This design comes from an exercise in tuning for small area on the open sky130 flow, not from production work.
The RTL was checked by simulation tests, not by an equivalence proof against the original design.
Power figures rest on the tool's default switching activity, not on a simulated workload.

## design/flow/design.v

```verilog
module Final(CLK,rst,keyRows,keyCols,display8,bitchoose);
input CLK;
input rst;
input[3:0] keyRows;
output[3:0] keyCols;
output[7:0] display8;
output[3:0] bitchoose;
reg [7:0] c1;
wire en1 = &c1;
always @(posedge CLK)
	if (rst) c1 <= 8'd130;
	else c1 <= (c1 + 8'd1) | {5'b0, {3{en1}}};
reg [6:0] c2;
wire en2 = &c2;
always @(posedge CLK)
	if (rst) c2 <= 7'd76;
	else c2 <= (c2 + 7'd1) | {2'b0, en2, en2, en2, 1'b0, en2};
reg [1:0] ks;
wire B = |keyRows;
always @(posedge CLK)
	if (rst) ks <= 2'b00;
	else if (en1 && !B) ks <= {ks[0], ~ks[1]};
assign keyCols = {~ks[1]&~ks[0], ~ks[1]&ks[0], ks[1]&ks[0], ks[1]&~ks[0]};
reg p, A;
always @(posedge CLK)
	if (rst) begin p <= 1'b0; A <= 1'b0; end
	else if (en1) begin p <= B; A <= B & p; end
wire r3 = keyRows==4'b1000, r2 = keyRows==4'b0100, r1 = keyRows==4'b0010, r0 = keyRows==4'b0001;
wire c3 = keyCols[3], cc2 = keyCols[2], cc1 = keyCols[1], c0 = keyCols[0];
wire kStart  = A & cc2 & r0;
wire kReset  = A & cc1 & r0;
wire kTiming = A & c0 & r0;
wire kDigit  = A & (r3|r2|r1|(r0&c3)) & ~c0;
reg [3:0] dig;
always @(*)
	case ({ks, keyRows})
		6'b00_1000: dig = 4'd1;
		6'b01_1000: dig = 4'd2;
		6'b11_1000: dig = 4'd3;
		6'b00_0100: dig = 4'd4;
		6'b01_0100: dig = 4'd5;
		6'b11_0100: dig = 4'd6;
		6'b00_0010: dig = 4'd7;
		6'b01_0010: dig = 4'd8;
		6'b11_0010: dig = 4'd9;
		default:    dig = 4'd0;
	endcase
wire kAny = kStart | kReset | kTiming | kDigit;
localparam S0 = 3'd0, S1 = 3'd1, S2 = 3'd2, S3 = 3'd3, S4 = 3'd4;
reg [2:0] st;
reg judge;
reg [8:0] M;       
reg [5:0] a;       
reg [1:0] Lh;      
reg [3:0] Ll;      
wire [3:0] mu = {dig[2:0], 1'b0} - (dig >= 4'd5 ? 4'd10 : 4'd0);
wire [2:0] mt = {1'b0, Ll[0], 1'b0} + (dig >= 4'd5);
wire [2:0] mt0 = {2'b0, dig >= 4'd5};
wire mnz = |M[6:0];
wire [3:0] du = (M[3:0] == 4'd0) ? 4'd9 : M[3:0] - 4'd1;
wire [2:0] dt = (M[3:0] == 4'd0) ? M[6:4] - 3'd1 : M[6:4];
wire bend = (M == 9'd500);
always @(posedge CLK)
	if (rst) begin
		st <= S2; judge <= 1'b1; M <= 9'd0; a <= 6'd0;
	end else if (en1) begin
		case (st)
		S0: begin
			if (!kAny) begin
				if (bend) begin M <= 9'd0; st <= S2; end
				else M <= M + 9'd1;
			end else if (kDigit) begin
				st <= S1; judge <= 1'b0; Lh <= 2'd0; Ll <= dig; M <= {2'b0, mt0, mu};
			end else if (kTiming) begin
				st <= S3; M <= 9'd0;
			end else begin
				st <= S0; M <= 9'd0; Lh <= 2'd0; Ll <= 4'd0;
			end
		end
		S1: begin
			if (!kAny) judge <= 1'b1;
			else if (!judge) a <= 6'd0;
			else if (kDigit) begin
				judge <= 1'b0;
				if (Ll[3:1] != 3'd0) begin
					st <= S4; M <= 9'd0; Lh <= 2'd2; Ll <= 4'd0;
				end else begin
					Lh <= {1'b0, Ll[0]}; Ll <= dig; M <= {2'b0, mt, mu};
				end
			end else if (kTiming) st <= S3;
			else begin
				st <= S0; M <= 9'd0; Lh <= 2'd0; Ll <= 4'd0;
			end
		end
		S2: begin
			if (kStart) begin
				st <= S0; M <= 9'd0; Lh <= 2'd0; Ll <= 4'd0;
			end
		end
		S3: begin
			if (!kAny) begin
				if (mnz) begin
					if (a == 6'd50) begin a <= 6'd0; M <= {2'b0, dt, du}; end
					else a <= a + 6'd1;
				end else st <= S0;
			end
		end
		default: begin  
			if (!kAny) begin
				judge <= 1'b1;
				if (bend) begin M <= 9'd0; st <= S2; end
				else M <= M + 9'd1;
			end else if (!judge) begin
				a <= 6'd0; M <= 9'd0;
			end else if (kDigit) M <= 9'd0;
			else if (kTiming) begin
				st <= S3; M <= {2'b0, 3'd4, 4'd0};
			end else begin
				st <= S0; M <= 9'd0; Lh <= 2'd0; Ll <= 4'd0;
			end
		end
		endcase
	end
reg [1:0] ds;
always @(posedge CLK)
	if (rst) ds <= 2'b00;
	else if (en2) ds <= {ds[0], ~ds[1]};
assign bitchoose = {ds[1]&~ds[0], ds[1]&ds[0], ~ds[1]&ds[0], ~ds[1]&~ds[0]};
reg [3:0] code;
always @(*)
	if (st == S2) code = 4'd15;
	else if (st == S0) code = 4'd0;
	else if (st == S4) code = (ds == 2'b11) ? 4'd4 : (ds == 2'b00) ? 4'd2 : 4'd0;
	else case (ds)
		2'b00: code = {2'b0, Lh};
		2'b01: code = Ll;
		2'b11: code = {1'b0, M[6:4]};
		default: code = M[3:0];
	endcase
reg [7:0] seg;
always @(*)
	case (code)
		4'd0: seg = 8'b11000000;
		4'd1: seg = 8'b11111001;
		4'd2: seg = 8'b10100100;
		4'd3: seg = 8'b10110000;
		4'd4: seg = 8'b10011001;
		4'd5: seg = 8'b10010010;
		4'd6: seg = 8'b10000010;
		4'd7: seg = 8'b11111000;
		4'd8: seg = 8'b10000000;
		4'd9: seg = 8'b10011000;
		default: seg = 8'b11111111;
	endcase
assign display8 = seg;
endmodule
```

## design/flow/run.sh

```bash
#!/bin/bash
# synth_recipe.tcl (not shown) runs the flow's synth.tcl, then flattens the netlist and writes it again
# the make line also repeats each setting of config.mk as NAME=value (left out here)
make -C /OpenROAD-flow-scripts/flow DESIGN_CONFIG=/design/flow/config.mk WORK_HOME=/design/flow/orfs CLKGATE_MAP_FILE= SYNTH_SCRIPT=/design/flow/synth_recipe.tcl finish
```

## design/flow/config.mk

```make
export PLATFORM = sky130hd
export DESIGN_NAME = Final
export DESIGN_NICKNAME = Final
export VERILOG_FILES = /design/flow/design.v
export SDC_FILE = /design/flow/constraint.sdc
export NUM_CORES = 4
export LEC_CHECK = 0
export CAP_MARGIN = 20
export CORE_MARGIN = 2
export CORE_UTILIZATION = 40
export SLEW_MARGIN = 20
```

## design/flow/constraint.sdc

```tcl
create_clock -name core_clock -period 10.0 [get_ports {CLK}]
set_input_delay 2.0000 -clock core_clock [delete_from_list [all_inputs] [get_ports {CLK}]]
set_output_delay 2.0000 -clock core_clock [all_outputs]
set_load 0.01 [all_outputs]
```

==> results.yml <==
pwr:
  leakage_nw: 1.201
  swShare_pct: 24.02
  power_frac_comb_pct: 6.1
  p_clk_share_pct: 38.4
  p_per_area_nw_per_um2: 92.69
  irDropWorstVdd_mv: 0.05593
  p_int_mw: 0.2630
  p_switching_mw: 0.08314
  seq_power_share_pct: 55.5
routing:
  vias: 3228
  drtIter0Drc: 208
  ant_nets: 0
  dr.pass1.iters: 5
  wl_per_cell_um: 16.01
  routed_wl_um: 8616
  via_per_inst: 6.000
  drc: 0
floorplanning:
  die_w_um: 97.34
  rows: 34
  io_pins: 22
  dieArea_um2: 9474
  chipHeight_um: 97.34
  design.core.area_um2: 8593
  initial_utilization_pct: 40.55
sta:
  hold-worst-slack_ns: 0.4757
  timing.setup.tns_ns: 0
  hold_viol: 0
  finClkSkew_ns: 0.01449
  max_clock_freq_mhz: 198.1
  grt_setup_unrepaired: "false"
  fin_crit_sh_pct: 50.47
  slew_headroom_pct: 39.35
  tightest_slew_ns: 0.9098
  final-max-slew-violation-count: 0
  min_period_ns: 5.047
  finalSetupViolCount: 0
global_route:
  grt_pass1_wl_um: 14430
  grt.overflow.total: 0
  gr-usage-all-layers_pct: 17.99
  grt_max_degree: 38
  antenna_found_initial: 0
  grt_pass1_vias: 2995
setup_path:
  r2r-start: "ks[0]$_SDFFE_PP0P_"
  worst_path_max_delay_cell: "mux4_2"
  critical_path.max_fanout: 8
  start_kind: "flop"
  worstPathCellList: "mux4_2, o2bb2ai_1, inv_1, ha_1, mux2_2, a21oi_1, clkdlybuf4s50_1"
  end_kind: "output port"
  critical_path_class: "reg -> out"
  crit_arrival_ns: 3.05
  slowest_delay_ns: 0.56
  cp.required_ns: 8.00
  r2r_end: "M[0]$_SDFFE_PP0P_"
  reg2reg_depth: 7
  regToRegSetupSlack_ns: 7.13
clock_network:
  postCtsSetupBuffers: 0
  numCtsBuffers: 5
  htree_levels: 2
  path_clk_slew_ns: 0.10
  clkSinkCount: 46
  hold_buffers: 0
  cts_resized: 0
  cts_root_buf: "clkbuf_8"
  worstSkewPairLatency_ns: 0.31
  cts_tree: "done"
  clk_path_buf_depth: 2
cells_and_area:
  diodes: 0
  finalInstanceArea_um2: 3735
  fillerInstances: 866
  nets: 453
  multiInputGateArea_um2: 2226
  synthToLayoutAreaGrowth_pct: 7.181
  drive_gt1_share_pct: 8.140
  regArea_um2: 980.9
hold_path:
  holdPathStages: 2
  min_from: "p$_SDFFE_PP0P_"
  holdPathEnd: "A$_SDFFE_PP0P_"
  min_path_type: "reg -> reg"
yosys:
  synth_area_per_cell_um2: 8.123
  yosysTopAreaCell: "dfxtp_1"
  ys_ff_latch: 46
  synth_ff_type: "dfxtp_1"
  synth_area_leaders: "dfxtp_1 23%, ha_1 6.5%, edfxtp_1 5.2%"
  syn_area_um2: 3485
  yosysWarnings: 1
  synth-edff-count: 6
  async_reset_ff_share_pct: 0
  ys_seq_area_share_pct: 28.15
  syn_inst: 429
  synth_top_area_share_pct: 22.98
  synth_cell_types: 74
  synth_nets: 453
run:
  max_cap_viol_count: 0
placed_design:
  placed_area_um2: 3625
  port_buffers: 20
  dp_hpwl_um: 6334
  gp_congestion: 0.9123
run_status:
  outcome: "finished clean"
==> cell families (layout without fill, tap and decap cells) <==
kind of cell             after synthesis  after routing  share of synthesized area (%)
other                                  1              1                         0.1076
AO/OA/AOI/OAI                        128            128                          24.70
AND/OR/NAND/NOR                      162            162                          24.85
buffers and inverters                 48             49                          7.971
XOR/XNOR                              14             14                          3.519
multiplexers                          11             11                          3.950
flip-flops                            46             46                          28.15
adder cells (fa/ha/maj)               19             19                          6.751
==> Yosys cell counts (9+ instances only) <==
cell type and instances:
nand2_1 27, o31ai_1 9, a21oi_1 30, nor2b_1 9
nor2_1 33, and3_1 9, nand3_1 17, dfxtp_1 40
ha_1 18, a31oi_1 9, o21ai_0 25, xnor2_1 10
clkbuf_1 16, nor3_1 18, inv_1 18
==> area by class of cell <==
type,instances,area share (%)
flip-flops and latches,46,26.26
inverters,18,1.809
repair buffers,23,5.896
clock inverters,1,0.2010
clock buffers,7,2.613
well taps,108,3.618
multi-input cells,335,59.60
==> critical path, delay by kind of cell (launching register included) <==
family                   cells  cell delay, ns
AO/OA/AOI/OAI                2            0.51
adder cells (fa/ha/maj)      1            0.20
buffers and inverters        2            0.69
flip-flops                   1            0.53
multiplexers                 2            0.82
==> registers in the layout, summed over array words and instances (netlist names) <==
signal and cells:
Ll 4, A 1, p 1, a 6, judge 1, c2 7, M 9, st 3
Lh 2, c1 8, ds 2, ks 2
==> layer usage <==
layer  vias to the layer above  GRT usage, %  routed length (um)
li1                       1603             -                   -
met5                         -             0                   0
met2                        97         28.37                3856
met4                         0         4.380                  93
met3                         7         2.518                 466
met1                      1521         26.06                4200
==> worst max-delay path by stage <==
stage	startpoint	endpoint	slack, ns	cells after the start
3_5_place_dp	keyRows[2]	M[0]$_SDFFE_PP0P_	5.03	8
2_1_floorplan	ds[0]$_SDFFE_PP0P_	display8[4]	5.84	7
6_report	ds[0]$_SDFFE_PP0P_	display8[4]	4.95	7
5_1_grt	st[2]$_SDFFE_PP0P_	display8[4]	4.75	6
3_3_place_gp	keyRows[3]	M[0]$_SDFFE_PP0P_	5.11	8
4_1_cts	ds[0]$_SDFFE_PP0P_	display8[4]	4.92	7
==> power by group through the flow <==
| stage | clock network (mW) | registers, mW | logic (mW) |
|---|---|---|---|
| floorplan | 0 | 0.196 | 0.0170 |
| global placement | 0 | 0.196 | 0.0207 |
| detailed placement | 0 | 0.196 | 0.0212 |
| CTS | 0.135 | 0.192 | 0.0213 |
| global route | 0.144 | 0.193 | 0.0240 |
| finish | 0.133 | 0.192 | 0.0212 |
==> through the flow <==
stage	std cells	utilization (%)	power, mW	setup WS (ns)
global placement	529	42.18	0.2170	5.113
global route	538	43.46	0.3604	4.746
finish	538	43.46	0.3462	4.953
CTS	537	43.40	0.3484	4.924
detailed placement	529	42.18	0.2177	5.033
floorplan	429	-	0.2129	5.838
==> cell usage in the layout, fill, tap and decap left out, types with 7 or more instances in the layout <==
cell type / Yosys / routed
a31oi_1: 9 / 9
nor2b_1: 9 / 9
ha_1: 18 / 18
dfxtp_1: 40 / 40
clkdlybuf4s50_1: 0 / 20
a21oi_1: 30 / 30
nor2_1: 33 / 33
o31ai_1: 9 / 9
inv_1: 18 / 18
and3_1: 9 / 9
xnor2_1: 10 / 10
nand2_1: 27 / 27
nor3_1: 18 / 18
mux2i_1: 7 / 7
nand3_1: 17 / 17
o21ai_0: 25 / 25

-- separate check: timing with driven ports --
In the flow no input, the clock included, has a driving cell. The finished layout below was timed again as built, in two steps. Step 1, drivers: a clkbuf_16 drives CLK and a buf_2 each remaining input, both assumed. Step 2 times the ports against the registers' clock, not the clock port: input delays grow and output delays shrink by t, the midpoint of the rising clock arrivals with the driver on. Three values: ideal ports, drivers, drivers and shift; two values: the first two.
t, ns: 0.328
slack for setup (ns): 4.953 / 4.924 / 4.922
worst setup path at the end: input to register
After both steps setup and hold are still met in this run. The setup slack of this run moves by -0.029 ns with the drivers and by -0.031 ns with both steps.
